Context: an optimization exercise on an open-source flow, tuned for small area. The choices shown serve that exercise and are no tape-out recipe.
Function was checked by simulation only, so behaviour that the tests miss may differ from the original.
The flow treats the clock pin as an ideal source, which a real chip does not have.
Power figures rest on the tool's default switching activity, not on a simulated workload.

==> design/flow/design.v <==
module tic_tac_toe_top(
    input reset,
    input clk,
    output [3:0] DISP_EN,
    output [7:0] SEGMENTS,
    output [4:1] COL,
    input [4:1] ROW
    );
reg       p;       
reg [4:0] dcnt;    
reg [1:0] dig;     
reg [6:0] kcnt;    
reg [1:0] ps;      
reg [9:0] acnt;    
reg       blink;
reg       act;     
reg [3:0] k;       
reg [8:0] b1;      
reg [8:0] b2;      
wire [8:0] occ = b1 | b2;
reg       turn;    
reg [1:0] wreg;    
wire dterm = (dcnt == 5'b10010);
wire kterm = (kcnt == 7'b1101001);
wire aterm = (acnt == 10'b1010011011);
wire disp_en = ~p & dterm;
wire kp_en   = ~p & kterm;
wire fin_en  = ~p & aterm;
wire auto_reset = act & k[3] & k[2] & k[1];
wire [1:0] win = auto_reset ? 2'b00 : wreg;
wire g0 = (dig == 2'b00), g1 = (dig == 2'b01), g2 = (dig == 2'b11), g3 = (dig == 2'b10);
wire q0 = (ps == 2'b00), q1 = (ps == 2'b01), q2 = (ps == 2'b11), q3 = (ps == 2'b10);
assign COL = {~q0, ~q1, ~q2, ~q3};
wire r3 = ~ROW[3];
wire r2 = ROW[3] & ~ROW[2];
wire r1 = ROW[3] & ROW[2] & ~ROW[1];
wire c1 = q3, c2 = q2, c3 = q1;
wire [8:0] sel = {c3 & r1, c2 & r1, c1 & r1,
                  c3 & r2, c2 & r2, c1 & r2,
                  c3 & r3, c2 & r3, c1 & r3};
wire take = |(sel & ~occ);
function line(input [8:0] b);
   line = (b[0] & b[1] & b[2]) | (b[3] & b[4] & b[5]) | (b[6] & b[7] & b[8]) |
          (b[0] & b[4] & b[8]) | (b[6] & b[4] & b[2]) | (b[0] & b[3] & b[6]) |
          (b[1] & b[4] & b[7]) | (b[2] & b[5] & b[8]);
endfunction
wire l1 = line(b1);
wire l2 = line(b2);
wire full = &occ;
reg [1:0] sm;      
reg       sa, sb, sc;
wire [8:0] sv = ~b1 & (~b2 | {9{blink}});
wire na = (win == 2'b00) ? (g3 ? ~turn : (g0 & sv[6]) | (g1 & sv[7]) | (g2 & sv[8])) :
          (win == 2'b11) ? ~g1 : blink;
wire nb = (win == 2'b00) ? (g3 ? ~turn : (g0 & sv[0]) | (g1 & sv[1]) | (g2 & sv[2])) :
          (win == 2'b11) ? (g0 | g2) : blink;
wire nc = (win == 2'b00) ? (g3 ? ~turn : (g0 & sv[3]) | (g1 & sv[4]) | (g2 & sv[5])) :
          (win == 2'b11) ? (g0 | g2) : blink;
wire m0 = (sm == 2'b00), m1 = (sm == 2'b01), m2 = (sm == 2'b10), m3 = (sm == 2'b11);
wire x3 = g0, x0 = g1, x2 = g3;
wire [7:1] seg = {sa | m1,
                  m0 ? ~x3 : m3 ? ~x0 : sa,
                  m0 ? (~x3 | ~sa) : m1 ? sa : m2 ? 1'b1 : ~x0,
                  sb | m1,
                  m0 ? (~x3 | sa) : m1 ? 1'b1 : m2 ? sa : sb,
                  ~m3 | sb,
                  sc | m1};
always @(posedge clk) begin
   if (reset) begin
      p <= 1'b0;
      dcnt <= 5'b11111;
      dig <= 2'b00;
      kcnt <= 7'b1111111;
      ps <= 2'b00;
      acnt <= 10'b1111111111;
      blink <= 1'b0;
      act <= 1'b0;
      k <= 4'd0;
      b1 <= 9'd0;
      b2 <= 9'd0;
      turn <= 1'b0;
      sm <= 2'b01;
      {sa, sb, sc} <= 3'b111;
   end else begin
      p <= ~p;
      dcnt <= dterm ? 5'b11111 : {dcnt[3:0], dcnt[4] ^ dcnt[2]};
      kcnt <= kterm ? 7'b1111111 : {kcnt[5:0], kcnt[6] ^ kcnt[5]};
      acnt <= aterm ? 10'b1111111111 : {acnt[8:0], acnt[9] ^ acnt[6]};
      if (aterm)
         blink <= ~blink;
      if (disp_en) begin
         dig <= {dig[0], ~dig[1]};
         sm <= win;
         {sa, sb, sc} <= {na, nb, nc};
      end
      if (kp_en) begin
         ps <= {ps[0], ~ps[1]};
         if (auto_reset) begin
            b1 <= 9'd0;
            b2 <= 9'd0;
            turn <= 1'b0;
         end else if (take) begin
            if (turn)
               b2 <= b2 | sel;
            else
               b1 <= b1 | sel;
            turn <= ~turn;
         end
      end
      if (fin_en) begin
         if (act)
            {act, k} <= {act, k} + 5'd1;
         else
            act <= |win;
      end
   end
end
always @(posedge clk) begin
   if (~p)
      wreg <= l1 ? 2'b01 : l2 ? 2'b10 : full ? 2'b11 : 2'b00;
end
assign DISP_EN = {~g3, ~g2, ~g1, ~g0};
assign SEGMENTS = {seg, 1'b1};
endmodule
==> design/flow/flow/run.sh <==
#!/bin/bash
# Layout flow: the standard synthesis, its combinational logic remapped for
# area (resynth.sh; registers untouched), then the standard ORFS layout with
# area recovery after floorplan (post_floorplan.tcl), minimum-size port
# buffers and a hand-built two-level clock tree (clock_tree.tcl, before CTS).
set -euo pipefail
W=$(pwd)
export FLOW_DIR=$W/flow
export AREA_LIB=$W/area.lib
export RESTRUCTURE_DIR=$W/restructure
export CLK_GROUPS=6
export CLK_LEAF=sky130_fd_sc_hd__clkbuf_4
export CLK_ROOT=sky130_fd_sc_hd__clkbuf_2
export RESTRUCTURE_PASSES=${RESTRUCTURE_PASSES:-0}
mkdir -p $RESTRUCTURE_DIR
PLAT=$FLOW_HOME/platforms/$FLOW_PLATFORM
RES=$W/orfs/results/$FLOW_PLATFORM/tic_tac_toe_top/base
python3 flow/filter_lib.py $PLAT/lib/sky130_fd_sc_hd__tt_025C_1v80.lib $AREA_LIB > filter_lib.log 2>&1
bash standard.sh synth > synth.log 2>&1
cp $RES/1_2_yosys.v $W/standard_synth.v
bash flow/resynth.sh $W/standard_synth.v $W/resynth.v > resynth.log 2>&1
cp $W/resynth.v $RES/1_2_yosys.v
rm -f $RES/1_synth.odb $RES/1_synth.sdc
bash standard.sh \
  "POST_FLOORPLAN_TCL=$FLOW_DIR/post_floorplan.tcl" \
  "PRE_CTS_TCL=$FLOW_DIR/clock_tree.tcl" \
  "BUFFER_PORTS_ARGS=-buffer_cell sky130_fd_sc_hd__buf_1" \
  finish > layout.log 2>&1
==> design/flow/flow/clock_tree.tcl <==
# A small two-level clock tree built by hand before CTS (which then leaves the
# buffered clock net alone): the flip-flops are split into CLK_GROUPS groups
# by position (k-means), each group driven by a CLK_LEAF buffer at its
# centroid, and one CLK_ROOT buffer at the centroid of the leaves drives the
# leaf buffers, so every flip-flop sees the same two buffer levels.
proc inst_xy {inst} {
  set bb [$inst getBBox]
  return [list [expr {([$bb xMin] + [$bb xMax]) / 2.0}] [expr {([$bb yMin] + [$bb yMax]) / 2.0}]]
}
set dbu [[ord::get_db_tech] getDbUnitsPerMicron]
set sinks {}
foreach p [get_pins -hierarchical */CLK] {
  lassign [inst_xy [[sta::sta_to_db_pin $p] getInst]] x y
  lappend sinks [list $p $x $y]
}
set ng $::env(CLK_GROUPS)
# farthest-point seeding, then k-means (Manhattan distance)
set cents [list [lrange [lindex $sinks 0] 1 2]]
while {[llength $cents] < $ng} {
  set far {}; set fd -1
  foreach e $sinks {
    set d 1e30
    foreach c $cents {
      set dd [expr {abs([lindex $e 1] - [lindex $c 0]) + abs([lindex $e 2] - [lindex $c 1])}]
      if {$dd < $d} { set d $dd }
    }
    if {$d > $fd} { set fd $d; set far [lrange $e 1 2] }
  }
  lappend cents $far
}
# k-means with a cap on the group size, so that no leaf buffer drives many
# more flip-flops than the others
set cap [expr {int(ceil(double([llength $sinks]) / $ng)) + 1}]
for {set it 0} {$it < 50} {incr it} {
  set order {}
  foreach e $sinks {
    set ds {}
    for {set g 0} {$g < $ng} {incr g} {
      lassign [lindex $cents $g] cx cy
      lappend ds [list $g [expr {abs([lindex $e 1] - $cx) + abs([lindex $e 2] - $cy)}]]
    }
    set ds [lsort -real -index 1 $ds]
    lappend order [list [lindex $ds 0 1] $e $ds]
  }
  set groups [lrepeat $ng {}]
  foreach o [lsort -real -index 0 $order] {
    foreach gd [lindex $o 2] {
      set g [lindex $gd 0]
      set grp [lindex $groups $g]
      if {[llength $grp] < $cap} {
        lappend grp [lindex $o 1]
        lset groups $g $grp
        break
      }
    }
  }
  set cents {}
  foreach grp $groups {
    set sx 0; set sy 0; set k [llength $grp]
    foreach e $grp { set sx [expr {$sx + [lindex $e 1]}]; set sy [expr {$sy + [lindex $e 2]}] }
    if {$k == 0} { set k 1 }
    lappend cents [list [expr {$sx / $k}] [expr {$sy / $k}]]
  }
}
set rx 0; set ry 0; set nl 0
for {set g 0} {$g < $ng} {incr g} {
  set grp [lindex $groups $g]
  if {[llength $grp] == 0} continue
  set lp {}
  foreach e $grp { lappend lp [lindex $e 0] }
  lassign [lindex $cents $g] cx cy
  set rx [expr {$rx + $cx}]; set ry [expr {$ry + $cy}]; incr nl
  insert_buffer -buffer_cell $::env(CLK_LEAF) -net clk -load_pins $lp \
    -location [list [expr {$cx / $dbu}] [expr {$cy / $dbu}]] \
    -buffer_name clkleaf_$g -net_name clknet_leaf_$g
  puts "clock tree: leaf $g drives [llength $grp] flip-flops"
}
insert_buffer -buffer_cell $::env(CLK_ROOT) -net clk \
  -location [list [expr {$rx / $nl / $dbu}] [expr {$ry / $nl / $dbu}]] \
  -buffer_name clkroot -net_name clknet_root
set_propagated_clock [all_clocks]
==> design/flow/flow/downsize.tcl <==
# Size every combinational cell and flip-flop down to the smallest cell of the
# same family (same name up to the drive-strength suffix); repair_design and
# repair_timing later size up whatever then needs it.
proc cell_area {name} {
  set lc [get_lib_cells -quiet */$name]
  if {$lc == ""} { return -1 }
  if {[get_property $lc dont_use]} { return -1 }
  return [get_property $lc area]
}
set n_down 0
foreach inst [get_cells *] {
  set m [get_property $inst ref_name]
  if {![regexp {^(sky130_fd_sc_hd__[a-z0-9]+)_([0-9]+)$} $m -> base size]} continue
  if {[string match *clkbuf* $base] || [string match *clkinv* $base]} continue
  set best $m
  set ba [cell_area $m]
  foreach s {0 1 2} {
    set c ${base}_$s
    set a [cell_area $c]
    if {$a > 0 && $a < $ba} { set best $c; set ba $a }
  }
  if {$best != $m} {
    replace_cell $inst [get_lib_cells */$best]
    incr n_down
  }
}
puts "downsize: $n_down cells sized down"
==> design/flow/flow/filter_lib.py <==
#!/usr/bin/env python3
"""Copy a Liberty file without the low-power (lpflow_*) and probe cells, which
include every cell the platform marks don't-use, so that restructure (ABC)
cannot map to them. Usage: filter_lib.py IN OUT"""
import re, sys
src, dst = sys.argv[1], sys.argv[2]
banned = re.compile(r'sky130_fd_sc_hd__(lpflow_|probe)')
text = open(src).read()
out, pos = [], 0
for m in re.finditer(r'\n\s*cell\s*\(\s*"?([A-Za-z0-9_]+)"?\s*\)\s*\{', text):
    if m.start() < pos:
        continue
    name = m.group(1)
    if not banned.match(name):
        continue
    # find the end of this cell group by brace matching
    depth, i = 0, m.end() - 1
    while True:
        c = text[i]
        if c == '{':
            depth += 1
        elif c == '}':
            depth -= 1
            if depth == 0:
                break
        i += 1
    out.append(text[pos:m.start()])
    pos = i + 1
out.append(text[pos:])
open(dst, 'w').write(''.join(out))
==> design/flow/flow/post_floorplan.tcl <==
# Area recovery after floorplan: resynthesize the combinational logic for area
# with ABC (registers untouched), a few passes as each pass starts from the
# last one's mapping, then size cells down.
for {set i 0} {$i < $::env(RESTRUCTURE_PASSES)} {incr i} {
  restructure -liberty_file $::env(AREA_LIB) -target area \
    -tiehi_port {sky130_fd_sc_hd__conb_1 HI} -tielo_port {sky130_fd_sc_hd__conb_1 LO} \
    -work_dir $::env(RESTRUCTURE_DIR)
  report_design_area
}
source $::env(FLOW_DIR)/downsize.tcl
report_design_area
==> design/flow/flow/resynth.sh <==
#!/bin/bash
# resynth.sh IN.v OUT.v: remap IN.v (see resynth.ys.in) with a few ABC seeds in
# parallel and keep the smallest result. Logs: resynth_<seed>.log
set -euo pipefail
IN=$1; OUT=$2
W=$(pwd)
for s in 1 2 3 4; do
  sed -e "s#@LIB@#$AREA_LIB#g" -e "s#@IN@#$IN#" -e "s#@TOP@#$FLOW_TOP#" \
      -e "s#@T@#${DEEPSYN_T:-60}#" -e "s#@SEED@#$s#" -e "s#@OUT@#$W/resynth_$s.v#g" \
      flow/resynth.ys.in > resynth_$s.ys
  yosys -s resynth_$s.ys > resynth_$s.log 2>&1 &
done
wait
best=""; barea=""
for s in 1 2 3 4; do
  [[ -f resynth_$s.v.stat ]] || continue
  a=$(grep -a "Chip area" resynth_$s.v.stat | awk '{print $NF}')
  echo "seed $s: area $a"
  if [[ -z "$best" ]] || python3 -c "import sys; sys.exit(0 if $a < $barea else 1)"; then best=$s; barea=$a; fi
done
echo "best seed $best: area $barea"
cp resynth_$best.v $OUT
==> design/flow/flow/resynth.ys.in <==
# Remap the combinational logic of the standard synthesis netlist for area:
# registers (and tie cells) stay as they are, everything else is flattened to
# gates, optimized as an AIG by ABC's &deepsyn and mapped again with amap.
read_liberty -ignore_miss_func @LIB@
read_verilog @IN@
hierarchy -top @TOP@
blackbox sky130_fd_sc_hd__*df* sky130_fd_sc_hd__conb_1
flatten
opt -purge
abc -g AND,NAND,OR,NOR,XOR,XNOR,ANDNOT,ORNOT,MUX -script +strash;&get,-n;&deepsyn,-T,@T@,-S,@SEED@;&put;strash
lut2mux
opt
opt_clean -purge
abc -liberty @LIB@ -script +strash;dch,-f;amap;topo;dnsize
opt_clean -purge
setundef -zero
splitnets
hilomap -singleton -hicell sky130_fd_sc_hd__conb_1 HI -locell sky130_fd_sc_hd__conb_1 LO
insbuf -buf sky130_fd_sc_hd__buf_1 A X
opt_clean -purge
rename -enumerate -pattern rs_%
tee -o @OUT@.stat stat -liberty @LIB@
write_verilog -noattr -noexpr -nohex -nodec @OUT@
==> design/flow/standard.sh <==
#!/bin/bash
# synth_recipe.tcl (not shown) runs the flow's synth.tcl, then flattens the netlist and writes it again
# the make line also repeats each setting of config.mk as NAME=value (left out here)
make -C /OpenROAD-flow-scripts/flow DESIGN_CONFIG=/design/flow/config.mk WORK_HOME=/design/flow/orfs CLKGATE_MAP_FILE= SYNTH_SCRIPT=/design/flow/synth_recipe.tcl "${@:-finish}"
==> design/flow/config.mk <==
export PLATFORM = sky130hd
export DESIGN_NAME = tic_tac_toe_top
export DESIGN_NICKNAME = tic_tac_toe_top
export VERILOG_FILES = /design/flow/design.v
export SDC_FILE = /design/flow/constraint.sdc
export NUM_CORES = 4
export LEC_CHECK = 0
export CAP_MARGIN = 20
export CORE_MARGIN = 2
export CORE_UTILIZATION = 70
export GPL_TIMING_DRIVEN = 0
export SLEW_MARGIN = 20
==> design/flow/constraint.sdc <==
create_clock -name core_clock -period 5.0 [get_ports {clk}]
set_input_delay 1.0000 -clock core_clock [delete_from_list [all_inputs] [get_ports {clk}]]
set_output_delay 1.0000 -clock core_clock [all_outputs]
set_load 0.01 [all_outputs]
==> impl_results.md, run 1 <==
- Hold Path Cell Cnt: 1
- Post-Syn Instances: roughly 270
- Std cell rows: 21
- Critical path endpoint category: output port
- Worst-Margin Slew: between 0.8 and 0.9 ns
- CP max FO: 5
- Final setup TNS: 0 ns
- TritonRoute pass-1 iters: 6
- # setup viols final: 0
- Vias: about 2.1k
- Metal2 WL: between 2000 and 2500 um
- I/O pins: 22
- Worst hold slack: 0.453 ns
- Layout cells sized above 1: 2.99%
- Layout Cell Area excl Fill: 2560 um^2
- Leakage: about 0.83 nW
- Reg clk slew, reported paths: approximately 0.11 ns
- # nets final: between 300 and 400
- Syn nets: 280
- Worst Hold End: acnt[4]
- Postcts setup bufs: 0
- Final WL: ~5100 um
- Hold Startpoint: acnt[3]
- Clock period minus worst slack: 3.15 ns
- Reg2reg path depth: 9
- RSZ-0062 raised after global routing: no
- Critical Path Source: dig[1]
- Post-DR wirelength/cell: 14.6 um
- Final Cycle Share: approximately 63%
- Clk latency of the worst-skew pair: ~0.43 ns
- # port buffers: 19
- Max Used Layer: met4
- Placed cell areas: 2500 um^2
- Storage cell area: roughly 1200 um^2
- Relative slew slack: between 40% and 50%
- Die Footprint: about 3900 um^2
- Peak supply drop: 0.220 mV
- FF-to-FF setup slack: 2.36 ns
- Post-layout worst setup margin: between 1.5 and 2 ns
- Die H: ~62 um
- Final Non-Filler Cells: around 350
- Critical Path AT: around 2.2 ns
- Avg Vias per Cell: a little over 6
- DR iter-0 viols: about 250
- Post-route core utilization: between 70% and 80%
- Mean Syn Cell Area: ~8.6 um^2
- Initial Util: about 72%
- Vias in the first global route: between 1.5k and 2k
- CTS Hold Bufs: 0
- DR WL met3: roughly 270 um
- Synthesis-to-layout area growth: 7.92%
- Antenna diodes: 0
- Global-route wire length before repair: 8760 um
- Hold Path Class: reg -> reg
- Power per Cell Area: approximately 270 nW/um^2
- Total power: about 700 uW
- GRT overflow: 0
- # DRC: 0
- Metal-1 WL: approximately 2400 um
- Mapped cell area: 2370 um^2
- Fillcell total: roughly 260
- # resized after CTS: 0
- Max-slew violations: 0
- Die span in x: roughly 62 um
- ANT nets after route: 0
- Final hold violation count: 0
- Reg2reg start: kcnt[5]
- Type of origin of the critical path: flop
- Yosys warning count: 1
- GPL Wtd Cong: 0.947
- Footprint of the multi-input gates: 1030 um^2
- Critical Path RT: approximately 4 ns
- Initial antenna violation count: 0
- Dpl cells: between 300 and 400
- Core area: between 3000 and 4000 um^2
- Pin count of the biggest net entering global routing: 23
- Crit Path Class: reg -> out
- R2R Path End: b1[2]
- Clock Skew: 0.0278 ns
- MaxCap Viol Count: 0
- Outcome: complete, no violations
- Post-DP HPWL: ~3700 um
- Tot GR Track Use: 26.7%
- Fmax: 0.318 GHz
- Setup WS pre-CTS: around 1.5 ns
[state kept, by name, indices dropped and copies added (netlist names), 2 cells and up]
signal  flops
acnt       10
b1          9
b2          9
kcnt        7
dcnt        5
k           4
dig         2
ps          2
sm          2
wreg        2
[report_power, final]
part | total, mW | switching [mW] | internal, mW | leakage, nW
Combinational | 0.0201 | 0.0139 | 0.00617 | 0.318
Clock | 0.196 | 0.135 | 0.0607 | 0.0318
Sequential | 0.483 | 0.00379 | 0.479 | 0.485
[layout by cell type (no fill, tap or decap), types with 2 or more instances in the layout]
master / n
a211oi_1: 2
o211ai_1: 4
a21oi_1: 7
nand2_1: 21
clkinv_1: 36
o22ai_1: 24
o21a_1: 3
nor4_1: 5
nand4_1: 2
nor3_1: 15
edfxtp_1: 2
o221ai_1: 2
o22a_1: 3
dfxtp_1: 57
buf_1: 20
nor2_1: 21
clkbuf_4: 6
nand2b_1: 2
or2_0: 18
a22oi_1: 4
nand3_1: 3
clkbuf_2: 2
a221o_1: 2
or3_1: 10
and2_0: 2
nand4b_1: 2
a221oi_1: 6
o21ai_0: 11
[critical path, stage by stage, from the launching register on]
cell,delay [ns]
dfxtp_1,0.40
nand2_1,0.16
nand2_1,0.18
clkinv_1,0.14
a221oi_1,0.41
nor3_1,0.11
or2_0,0.20
buf_1,0.12
[worst max-delay path by stage]
stage | endpoint | slack [ns] | depth (start not counted)
after global placement | b1[0] | 1.06 | 6
after detailed placement | b1[2] | 1.54 | 6
after CTS | SEGMENTS[5] | 1.85 | 7
after global routing | b1[0] | 1.63 | 6
final | SEGMENTS[5] | 1.85 | 7
after floorplan | SEGMENTS[5] | 2.30 | 6
[final cells by class, without the clock buffers]
type,instances,area share [%]
multi-input cells,178,40.4
repair buffers,20,2.98
inverters,36,5.28
flip-flops and latches,59,47.0
well taps,46,2.25
plain buffers,1,0.147
[metal layers]
metal  global-route usage, %  vias to the layer above
li1                        -                     1057
met1                    38.4                      990
met2                    45.4                       80
met3                    1.99                        6
met4                    4.72                        0
met5                       0                        -
==> run 2, diff against run 1 <==
--- a/design/flow/flow/run.sh
+++ b/design/flow/flow/run.sh
@@ -3,3 +3,4 @@
 # area (resynth.sh; registers untouched), then the standard ORFS layout with
-# area recovery after floorplan (post_floorplan.tcl), minimum-size port
+# optional restructure passes and downsizing after floorplan
+# (post_floorplan.tcl), minimum-size port
 # buffers and a hand-built two-level clock tree (clock_tree.tcl, before CTS).
@@ -10,3 +11,4 @@
 export RESTRUCTURE_DIR=$W/restructure
-export CLK_GROUPS=6
+export CLK_GROUPS=5
+export CLK_SLEW_TARGET=0.105
 export CLK_LEAF=sky130_fd_sc_hd__clkbuf_4
==> design/flow/flow/clock_tree.tcl (replaced) <==
# A small two-level clock tree built by hand before CTS (which then leaves the
# buffered clock net alone): the flip-flops are split into CLK_GROUPS groups
# by position (k-means), each group driven by a CLK_LEAF buffer at its
# centroid, and one CLK_ROOT buffer at the centroid of the leaves drives the
# leaf buffers, so every flip-flop sees the same two buffer levels.
proc inst_xy {inst} {
  set bb [$inst getBBox]
  return [list [expr {([$bb xMin] + [$bb xMax]) / 2.0}] [expr {([$bb yMin] + [$bb yMax]) / 2.0}]]
}
set dbu [[ord::get_db_tech] getDbUnitsPerMicron]
set sinks {}
foreach p [get_pins -hierarchical */CLK] {
  lassign [inst_xy [[sta::sta_to_db_pin $p] getInst]] x y
  lappend sinks [list $p $x $y]
}
# The fewest groups (from CLK_GROUPS up) whose estimated worst clock-pin
# slew stays under CLK_SLEW_TARGET (ns), leaving margin for the routed layout.
proc worst_clk_slew {} {
  estimate_parasitics -placement
  set worst 0
  foreach p [get_pins -hierarchical */CLK] {
    set s [get_property $p slew_max]
    if {$s > $worst} { set worst $s }
  }
  return $worst
}
set_propagated_clock [all_clocks]
for {set ng $::env(CLK_GROUPS)} {$ng <= 16} {incr ng} {
  set made {}
  # farthest-point seeding, then k-means (Manhattan distance)
  set cents [list [lrange [lindex $sinks 0] 1 2]]
  while {[llength $cents] < $ng} {
    set far {}; set fd -1
    foreach e $sinks {
      set d 1e30
      foreach c $cents {
        set dd [expr {abs([lindex $e 1] - [lindex $c 0]) + abs([lindex $e 2] - [lindex $c 1])}]
        if {$dd < $d} { set d $dd }
      }
      if {$d > $fd} { set fd $d; set far [lrange $e 1 2] }
    }
    lappend cents $far
  }
  # k-means with a cap on the group size, so that no leaf buffer drives many
  # more flip-flops than the others
  set cap [expr {int(ceil(double([llength $sinks]) / $ng)) + 1}]
  for {set it 0} {$it < 50} {incr it} {
    set order {}
    foreach e $sinks {
      set ds {}
      for {set g 0} {$g < $ng} {incr g} {
        lassign [lindex $cents $g] cx cy
        lappend ds [list $g [expr {abs([lindex $e 1] - $cx) + abs([lindex $e 2] - $cy)}]]
      }
      set ds [lsort -real -index 1 $ds]
      lappend order [list [lindex $ds 0 1] $e $ds]
    }
    set groups [lrepeat $ng {}]
    foreach o [lsort -real -index 0 $order] {
      foreach gd [lindex $o 2] {
        set g [lindex $gd 0]
        set grp [lindex $groups $g]
        if {[llength $grp] < $cap} {
          lappend grp [lindex $o 1]
          lset groups $g $grp
          break
        }
      }
    }
    set cents {}
    foreach grp $groups {
      set sx 0; set sy 0; set k [llength $grp]
      foreach e $grp { set sx [expr {$sx + [lindex $e 1]}]; set sy [expr {$sy + [lindex $e 2]}] }
      if {$k == 0} { set k 1 }
      lappend cents [list [expr {$sx / $k}] [expr {$sy / $k}]]
    }
  }
  set rx 0; set ry 0; set nl 0
  for {set g 0} {$g < $ng} {incr g} {
    set grp [lindex $groups $g]
    if {[llength $grp] == 0} continue
    set lp {}
    foreach e $grp { lappend lp [lindex $e 0] }
    lassign [lindex $cents $g] cx cy
    set rx [expr {$rx + $cx}]; set ry [expr {$ry + $cy}]; incr nl
    lappend made clkleaf_${ng}_$g
    insert_buffer -buffer_cell $::env(CLK_LEAF) -net clk -load_pins $lp \
      -location [list [expr {$cx / $dbu}] [expr {$cy / $dbu}]] \
      -buffer_name clkleaf_${ng}_$g -net_name clknet_leaf_${ng}_$g
    puts "clock tree: leaf $g drives [llength $grp] flip-flops"
  }
  lappend made clkroot_$ng
  insert_buffer -buffer_cell $::env(CLK_ROOT) -net clk \
    -location [list [expr {$rx / $nl / $dbu}] [expr {$ry / $nl / $dbu}]] \
    -buffer_name clkroot_$ng -net_name clknet_root_$ng
  set ws [worst_clk_slew]
  puts "clock tree: $ng leaf buffers, estimated worst clock-pin slew $ws"
  if {$ws <= $::env(CLK_SLEW_TARGET) || $ng == 16} break
  remove_buffers [get_cells $made]
}
--- a/design/flow/flow/resynth.sh
+++ b/design/flow/flow/resynth.sh
@@ -10,3 +10,3 @@
       flow/resynth.ys.in > resynth_$s.ys
-  yosys -s resynth_$s.ys > resynth_$s.log 2>&1 &
+  ${YOSYS_EXE:-$FLOW_HOME/../tools/install/yosys/bin/yosys} -s resynth_$s.ys > resynth_$s.log 2>&1 &
 done
==> impl_results.md, run 2 <==
- Outcome: complete, no violations
- DR iter-0 viols: 235
- Commonest non-fill, non-tap cell in the layout: dfxtp_1
- Worst-Margin Slew: approximately 0.82 ns
- Pint: 553 uW
- Post-Syn Instances: approximately 270
- Clock period minus worst slack: between 3 and 4 ns
- Max reg flops: 10
- CP max FO: 5
- Biggest regs: acnt: 10 flops, b1: 9 flops, b2: 9 flops
- Peak supply drop: approximately 0.21 mV
- I/O pins: 22
- Critical Path RT: ~4 ns
- Dpl cells: approximately 340
- Power per Cell Area: approximately 280 nW/um^2
- Clk latency of the worst-skew pair: 0.46 ns
- Avg Vias per Cell: approximately 6.3
- Pin count of the biggest net entering global routing: 23
- Max-slew violations: 0
- Antenna diodes: 0
- Layout cells sized above 1: about 3.5%
- Syn nets: 280
- Final Cycle Share: around 70%
- Std cell rows: 21
- Crit Path Class: reg -> out
- Global-route wire length before repair: 8870 um
- # resized after CTS: 0
- # port buffers: 19
- Synthesis-to-layout area growth: 5.07%
- Type of origin of the critical path: flop
- Core area: about 3300 um^2
- GPL Wtd Cong: between 0.9 and 1
- RSZ-0062 raised after global routing: no
- CTS Hold Bufs: 0
- Vias: a little over 2k
- Most frequent cells in the layout: dfxtp_1 (57), clkinv_1 (36), o22ai_1 (24), nand2_1 (21), nor2_1 (21)
- Final setup TNS: 0 ns
- Post-DR wirelength/cell: between 15 and 20 um
- Clock Skew: 0.0315 ns
- Vias in the first global route: slightly below 2k
- GRT overflow: 0
- # nets final: 290
- Initial Util: 72.2%
- Crit path cell chain: nand2_1 -> nand2_1 -> clkinv_1 -> a221oi_1 -> nor3_1 -> or2_0
- Postcts setup bufs: 0
- Critical Path Slowest Stage Cell: a221oi_1
- Sw Ratio: 21.4%
- Initial antenna violation count: 0
- TritonRoute pass-1 iters: 6
- Final WL: roughly 5000 um
- Yosys warning count: 1
- Fmax: about 0.29 GHz
- Die Footprint: around 3900 um^2
- CP most frequent cell: nand2_1
- ANT nets after route: 0
- Final hold violation count: 0
- Critical path endpoint category: output port
- Reg clk slew, reported paths: 0.10 ns
- Fillcell total: around 270
- Final Non-Filler Cells: between 300 and 400
- Largest reg by FF count: acnt
- Hold Path Class: reg -> reg
- Critical Path AT: 2.49 ns
- Die H: 62.2 um
- Tot GR Track Use: about 27%
- Sequential Power Share: between 60 and 70%
- NetSw: 151 uW
- Mapped cell area: 2370 um^2
- Post-DP HPWL: 3730 um
- Max incr delay on CP: 0.59 ns
- Logic gate share of total power: 2.3%
- Die span in x: around 62 um
- # DRC: 0
- Clock power frac: 29.2%
- Mean Syn Cell Area: roughly 8.6 um^2
- Relative slew slack: a little under half
- MaxCap Viol Count: 0
- # setup viols final: 0
- Leakage: 0.816 nW
[run 2: changes by cell type in the layout (fill, tap and decap cells not counted), sizes merged]
cell    delta
clkbuf     +1
buf       -20
[run 2: cell type report, without the clock buffers]
| type | instances | area [um^2] | area share, % |
|---|---|---|---|
| Tap cell | 46 | 57.6 | 2.31 |
| Timing Repair Buffer | 1 | 5.00 | 0.201 |
| Inverter | 36 | 135 | 5.43 |
| Multi-Input combinational cell | 178 | 1030 | 41.5 |
| Sequential cell | 59 | 1200 | 48.2 |
[run 2: per-stage QoR]
step | hold slack (ns) | setup slack [ns] | utilization, % | instance area [um^2] | total power, mW
final | 0.436 | 1.51 | 75.8 | 2490 | 0.704
after global routing | 0.451 | 1.33 | 75.8 | 2490 | 0.731
after CTS | 0.445 | 1.47 | 75.7 | 2480 | 0.711
after detailed placement | 0.432 | 1.54 | 76.2 | 2500 | 0.514
after global placement | 0.413 | 1.06 | 76.1 | 2500 | 0.513
after floorplan | 0.399 | 2.30 | - | 2370 | 0.505
[run 2: layer usage]
metal	up-vias	routed length, um	global-route usage (%)
met5	-	0	0
li1	1011	-	-
met1	969	2230	36.3
met3	13	397	4.89
met4	0	61	5.83
met2	86	2360	46.3
[run 2: critical path, delay by kind of cell (launching register included)]
family / cells / cell delay, ns
DFF: 1 / 0.40
and+or+nand+nor: 4 / 0.87
AOI/OAI and AO/OA: 1 / 0.59
buffers and inverters: 1 / 0.17
[run 2: power groups by stage]
stage               clock network (mW)  registers, mW  logic [mW]
detailed placement                   0          0.494      0.0200
finish                           0.206          0.483      0.0160
CTS                              0.212          0.483      0.0160
floorplan                            0          0.492      0.0126
global placement                     0          0.493      0.0194
global route                     0.229          0.484      0.0189
[run 2: final timing paths]
kind	start	endpoint	cells after the start	slack, ns
max reg2reg	ps[0]	b1[2]	8	2.30
min	acnt[8]	acnt[9]	1	0.44
min reg2reg	acnt[8]	acnt[9]	1	0.44
max	dig[1]	SEGMENTS[5]	6	1.51

## afterwards: timing with drivers on the ports
Ports are ideal in the flow. The routed layouts listed here were re-timed in OpenROAD.
Step 1: set_driving_cell puts a clkbuf_16 on clk and a buf_2 on each other input, an assumption about the parent block.
Step 2 moves the port delays by t, midway between the first and last clock arrival at a register: inputs arrive t later, outputs are due t later. That takes back most of the time a late clock gives input paths.
Three values: no drivers, after step 1, after step 2; two values: the first two.
run | t (ns) | slack for setup (ns) | hold WS [ns]
run 1 | 0.442 | 1.854 / 1.830 / 1.512 | 0.453 / 0.453 / 0.453
run 2 | 0.469 | 1.513 / 1.491 / 1.960 | 0.436 / 0.436 / 0.436
After both steps setup and hold are still met in every run listed. The setup slack of run 1, which loses most, moves by -0.024 ns with the drivers and by -0.342 ns with both steps.
